From an optimization exercise on the open Yosys and OpenROAD flow, aimed at small area; shortcuts taken in it are not production practice. Function was checked by simulation only, so behaviour that the tests miss may differ from the original. Power figures rest on the tool's default switching activity, not on a simulated workload.

build 25:
Design SoC_Algorithm, start of the top module:
module SoC_Algorithm (
    input clk,
    input rst_n,
    input [15:0] voltage,
    input signed [15:0] current,
    output [7:0] soc
);
Size: roughly 630 cells after synthesis, roughly 42 I/O pins.
clock: 36.0 ns
lec_check: 0
cap_margin: 20
core_margin: 2
core_utilization: 40
slew_margin: 20
run.sh (not shown) runs the stock make flow with config.mk's settings and CLKGATE_MAP_FILE= SYNTH_SCRIPT=/design/flow/synth_recipe.tcl, a recipe that flattens the netlist after the stock synthesis.
Changes in build 42 relative to build 25:
Settings: CTS_BUF_LIST newly set to sky130_fd_sc_hd__clkbuf_8.
==> flow/flow/run.sh (new file) <==
#!/bin/bash
set -euo pipefail
export BUFFER_PORTS_ARGS="-buffer_cell sky130_fd_sc_hd__buf_1"
bash standard.sh > flow_standard.log 2>&1
==> flow/standard.sh (new file) <==
#!/bin/bash
# synth_recipe.tcl (not shown) runs the flow's synth.tcl, then flattens the netlist and writes it again
# the make line also repeats each setting of config.mk as NAME=value (left out here)
make -C /OpenROAD-flow-scripts/flow DESIGN_CONFIG=/design/flow/config.mk WORK_HOME=/design/flow/orfs CLKGATE_MAP_FILE= SYNTH_SCRIPT=/design/flow/synth_recipe.tcl "${@:-finish}"
removed: flow/run.sh
==> results.txt <==
Compared with build 25, build 42 shows a higher portion of total power attributed to combinational logic.
The clock skew reported for build 42 is greater than that of build 25 by 0.0081 ns.
Diff build 25 -> build 42: wire length of the first global-routing pass went down 0.80%; wire length the detailed router placed on met1 has decreased; required time of the critical path increased 0.02 ns; wire length reported by the detailed router held.
### build 42 -> build 24
Settings: CTS_CLUSTER_DIAMETER now 200, previously not set; CTS_BUF_LIST no longer set, was sky130_fd_sc_hd__clkbuf_8; CTS_CLUSTER_SIZE now 50, previously not set.
- Build 24 vs build 42 — part of the cycle the worst path needs rose 0.16 points.
- Status: total routing resource utilization after global routing parity (build 42, build 24)
- Comparing final worst-path setup slack for build 42 and build 24, the bigger number came from build 42.
- Build 42 → build 24: data required time of the worst path down 0.03 ns; wire length of the first global-routing pass flat.
- Build 24 -> build 42: number of nets produced by synthesis delta 0, exact match
- Compared build 42 against build 24; remaining number of nets flagged by the antenna check after routing within noise.
- Portion of the layout cell area used by non-clock buffers of build 42 is on par with build 24.
- Summary: with build 42 as the reference, total power of the final layout in build 24 moved up by a little under 10%.
- Build 42 completed every stage of the flow, and the final layout passed the timing, DRC and antenna checks.
- Having completed the whole flow, build 24 delivered a layout that passed the timing, DRC and antenna checks.
- Layout overhead on the synthesized area was lower in the run labelled build 42.

========
Another version of the RTL of SoC_Algorithm (not shown whole).
Size: about 42 I/O pins, ~4600 um2 of cells after synthesis.
Design SoC_Algorithm, start of the top module:
module SoC_Algorithm (
    input clk,
    input rst_n,
    input [15:0] voltage,
    input signed [15:0] current,
    output [7:0] soc
);
export LEC_CHECK = 0
export CAP_MARGIN = 20
export CORE_MARGIN = 2
export CORE_UTILIZATION = 40
export CTS_BUF_LIST = sky130_fd_sc_hd__clkbuf_8
export SLEW_MARGIN = 20
create_clock -name core_clock -period 36.0 [get_ports {clk}]
standard.sh (not shown) runs the stock make flow with config.mk's settings and CLKGATE_MAP_FILE= SYNTH_SCRIPT=/design/flow/synth_recipe.tcl, a recipe that flattens the netlist after the stock synthesis.
==> flow/flow/run.sh <==
#!/bin/bash
set -euo pipefail
export BUFFER_PORTS_ARGS="-buffer_cell sky130_fd_sc_hd__buf_1"
export CTS_ARGS="-sink_clustering_enable -repair_clock_nets -dont_use_dummy_load -buf_list sky130_fd_sc_hd__clkbuf_8"
bash standard.sh > flow_standard.log 2>&1
The baseline went through all stages and came out clean.
Edit:
==> flow/flow/run.sh (replaced) <==
#!/bin/bash
set -euo pipefail
export BUFFER_PORTS_ARGS="-buffer_cell sky130_fd_sc_hd__buf_1"
export CTS_ARGS="-sink_clustering_enable -repair_clock_nets -dont_use_dummy_load -buf_list sky130_fd_sc_hd__clkbuf_8 -sink_clustering_size 40 -sink_clustering_max_diameter 150"
bash standard.sh > flow_standard.log 2>&1
What happened:
- non-clock buffer count is unchanged
- total power is unchanged
- fmax does not change
- cell count stays the same
- register-to-register slack barely changes
- sequential cell count does not change
- sequential share of layout area stays the same
- first-iteration DRC count does not change
- wire length stays the same
- area after synthesis stays the same
- global-route usage stays the same
Edit:
==> flow/flow/run.sh (replaced) <==
#!/bin/bash
set -euo pipefail
export BUFFER_PORTS_ARGS="-buffer_cell sky130_fd_sc_hd__buf_1"
export CTS_ARGS="-sink_clustering_enable -repair_clock_nets -dont_use_dummy_load -buf_list sky130_fd_sc_hd__clkbuf_16 -sink_clustering_size 60 -sink_clustering_max_diameter 250"
bash standard.sh > flow_standard.log 2>&1
The new run finished with timing, DRC and antenna clean.
Wire length rose by 0.82%.
Non-clock buffer count is unchanged.
Final area rose by 2.1%.
Global-route usage is about the same.
Edit:
==> flow/flow/run.sh (replaced) <==
#!/bin/bash
set -euo pipefail
export BUFFER_PORTS_ARGS="-buffer_cell sky130_fd_sc_hd__buf_1"
export CTS_ARGS="-sink_clustering_enable -repair_clock_nets -dont_use_dummy_load -buf_list {sky130_fd_sc_hd__clkbuf_4 sky130_fd_sc_hd__clkbuf_8}"
bash standard.sh > flow_standard.log 2>&1
Result: Fmax barely changes. Final area falls by 2.0%. Final cell count does not change. Global-route usage hardly moves. Routed wire length goes down by about 0.8%. Setup slack barely changes. Total power decreases by about 12%. Synthesized cell count does not change.
Edit:
==> flow/flow/run.sh (replaced) <==
#!/bin/bash
set -euo pipefail
export BUFFER_PORTS_ARGS="-buffer_cell sky130_fd_sc_hd__buf_1"
export CTS_ARGS="-repair_clock_nets -dont_use_dummy_load -buf_list sky130_fd_sc_hd__clkbuf_8"
bash standard.sh > flow_standard.log 2>&1
What happened: The changed run passed the timing, DRC and antenna checks; sequential cell count stays the same; wire length stays the same; global-route usage is unchanged.

========
Another version of the RTL of SoC_Algorithm (not shown whole).
Size in the first run: roughly 430 cells after synthesis, about 110 flip-flops, ~42 I/O pins, ~0.0044 mm² of cells after synthesis.
==> flow/config.mk <==
export PLATFORM = sky130hd
export DESIGN_NAME = SoC_Algorithm
export DESIGN_NICKNAME = SoC_Algorithm
export VERILOG_FILES = /design/flow/design.v
export SDC_FILE = /design/flow/constraint.sdc
export NUM_CORES = 4
export LEC_CHECK = 0
export CAP_MARGIN = 0
export CORE_MARGIN = 2
export CORE_UTILIZATION = 60
export SLEW_MARGIN = 0
==> flow/constraint.sdc <==
create_clock -name core_clock -period 36.0 [get_ports {clk}]
set_input_delay 7.2000 -clock core_clock [delete_from_list [all_inputs] [get_ports {clk}]]
set_output_delay 7.2000 -clock core_clock [all_outputs]
set_load 0.01 [all_outputs]
==> flow/flow/run.sh <==
#!/bin/bash
set -euo pipefail
export BUFFER_PORTS_ARGS="-buffer_cell sky130_fd_sc_hd__buf_1"
export CTS_ARGS="-sink_clustering_enable -repair_clock_nets -dont_use_dummy_load -buf_list sky130_fd_sc_hd__clkbuf_8"
bash standard.sh > flow_standard.log 2>&1
Then changed:
--- a/flow/flow/run.sh
+++ b/flow/flow/run.sh
@@ -1,0 +2,7 @@
+# The standard layout (standard.sh), with three changes:
+# - synthesis: synth_recipe.tcl unchanged, except that ABC maps with the
+#   area-oriented script flow/abc_area.script instead of ORFS's speed script,
+#   and full/half adders are left to ABC (ADDER_MAP_FILE empty);
+# - the port buffers are made of the smallest buffer cell (buf_1);
+# - the clock tree uses clkbuf_8 and no dummy loads.
+# Each tool's output is kept in the logs under orfs/logs and in flow_own.log.
@@ -2,0 +10,11 @@
+HERE=$(pwd)
+{
+  echo "proc abc {args} {"
+  echo "  set i [lsearch \$args -script]"
+  echo "  if {\$i >= 0} { lset args [expr {\$i + 1}] $HERE/flow/abc_area.script }"
+  echo "  yosys abc {*}\$args"
+  echo "}"
+  cat synth_recipe.tcl
+} > own_synth.tcl
+sed -e "s#SYNTH_SCRIPT=[^ ]*synth_recipe.tcl#SYNTH_SCRIPT=$HERE/own_synth.tcl ADDER_MAP_FILE=#" standard.sh > own.sh
+grep -q "own_synth.tcl ADDER_MAP_FILE=" own.sh
@@ -5 +23 @@
-bash standard.sh > flow_standard.log 2>&1
+bash own.sh > flow_own.log 2>&1
==> flow/flow/abc_area.script (new file) <==
&get -n
&deepsyn -T 30
&put
dch -f
amap
topo
strash
dch
amap
topo
- CORE_UTILIZATION: 60 -> 70
=>
- The new run produced a clean layout
- global-route usage climbs by 9.1 points
- combinational power climbs to 3.1 times its value
- wire length climbs by 10%
- power climbs by 11%
- first-iteration DRC count climbs by 130%
- utilization climbs by 13 points
- cell count drops by 2.6%
- cell area drops by 7.8%
- clock-buffer cell count does not change
Then changed:
==> flow/flow/run.sh (replaced) <==
#!/bin/bash
set -euo pipefail
export BUFFER_PORTS_ARGS="-buffer_cell sky130_fd_sc_hd__buf_1"
export CTS_ARGS="-sink_clustering_enable -repair_clock_nets -dont_use_dummy_load -buf_list sky130_fd_sc_hd__clkbuf_8"
bash standard.sh > flow_standard.log 2>&1
- CORE_UTILIZATION: 70 -> 75
removed: flow/flow/abc_area.script
What happened: The new run ran to the end with no violations; power goes down by roughly a tenth; final cell count goes down by a few percent; clock skew goes down by 0.0091 ns; via count goes down by a little under a tenth; sequential share of layout area goes down by 3.7 points; critical path depth goes down by 6; synthesized area goes up by roughly a tenth; global-route usage goes down by 3.1 points.

afterwards: timing with drivers on the ports:
No port has a modelled driver above. Below, the same layouts with a new extraction and two added sets of constraints.
Step 1: set_driving_cell puts a clkbuf_16 on clk and a buf_2 on each other input, an assumption about the parent block.
Step 2 adds t to the input delays and takes it off the output delays; t is the mean of the earliest and latest rising clock arrival at the registers after step 1. Input paths then give back, and output paths get back, about the clock's delay inside the block.
Three values: no drivers, after step 1, after step 2; two values: the first two.
run | t, ns | slack for setup (ns) | worst setup path after step 2 | worst register clock-pin slew, ns | worst slew at a driven data input, ns
build 25 | 0.380 | 16.592 / 16.580 / 16.200 | input to register | 0.07 / 0.07 | 0.05
build 42 | 0.390 | 16.847 / 16.831 / 16.441 | input to register | 0.10 / 0.10 | 0.05
build 24 | 0.376 | 16.789 / 16.775 / 16.399 | input to register | 0.07 / 0.07 | 0.05
the first run of note 2 | 0.376 | 27.390 / 27.399 / 27.023 | input to register | 0.10 / 0.10 | 0.03
the second run of note 2 | 0.376 | 27.390 / 27.399 / 27.023 | input to register | 0.10 / 0.10 | 0.03
the third run of note 2 | 0.365 | 27.393 / 27.409 / 27.043 | input to register | 0.07 / 0.07 | 0.03
the fourth run of note 2 | 0.376 | 27.390 / 27.399 / 27.023 | input to register | 0.10 / 0.10 | 0.03
the fifth run of note 2 | 0.376 | 27.390 / 27.399 / 27.023 | input to register | 0.10 / 0.10 | 0.03
the first run of note 3 | 0.386 | 27.499 / 27.508 / 27.122 | input to register | 0.10 / 0.10 | 0.03
the second run of note 3 | 0.387 | 26.227 / 26.239 / 25.853 | input to register | 0.10 / 0.10 | 0.03
the third run of note 3 | 0.370 | 27.496 / 27.502 / 27.132 | input to register | 0.09 / 0.09 | 0.04
After both steps setup and hold are still met in every run listed. The setup slack of build 42, which loses most, moves by -0.016 ns with the drivers and by -0.406 ns with both steps.
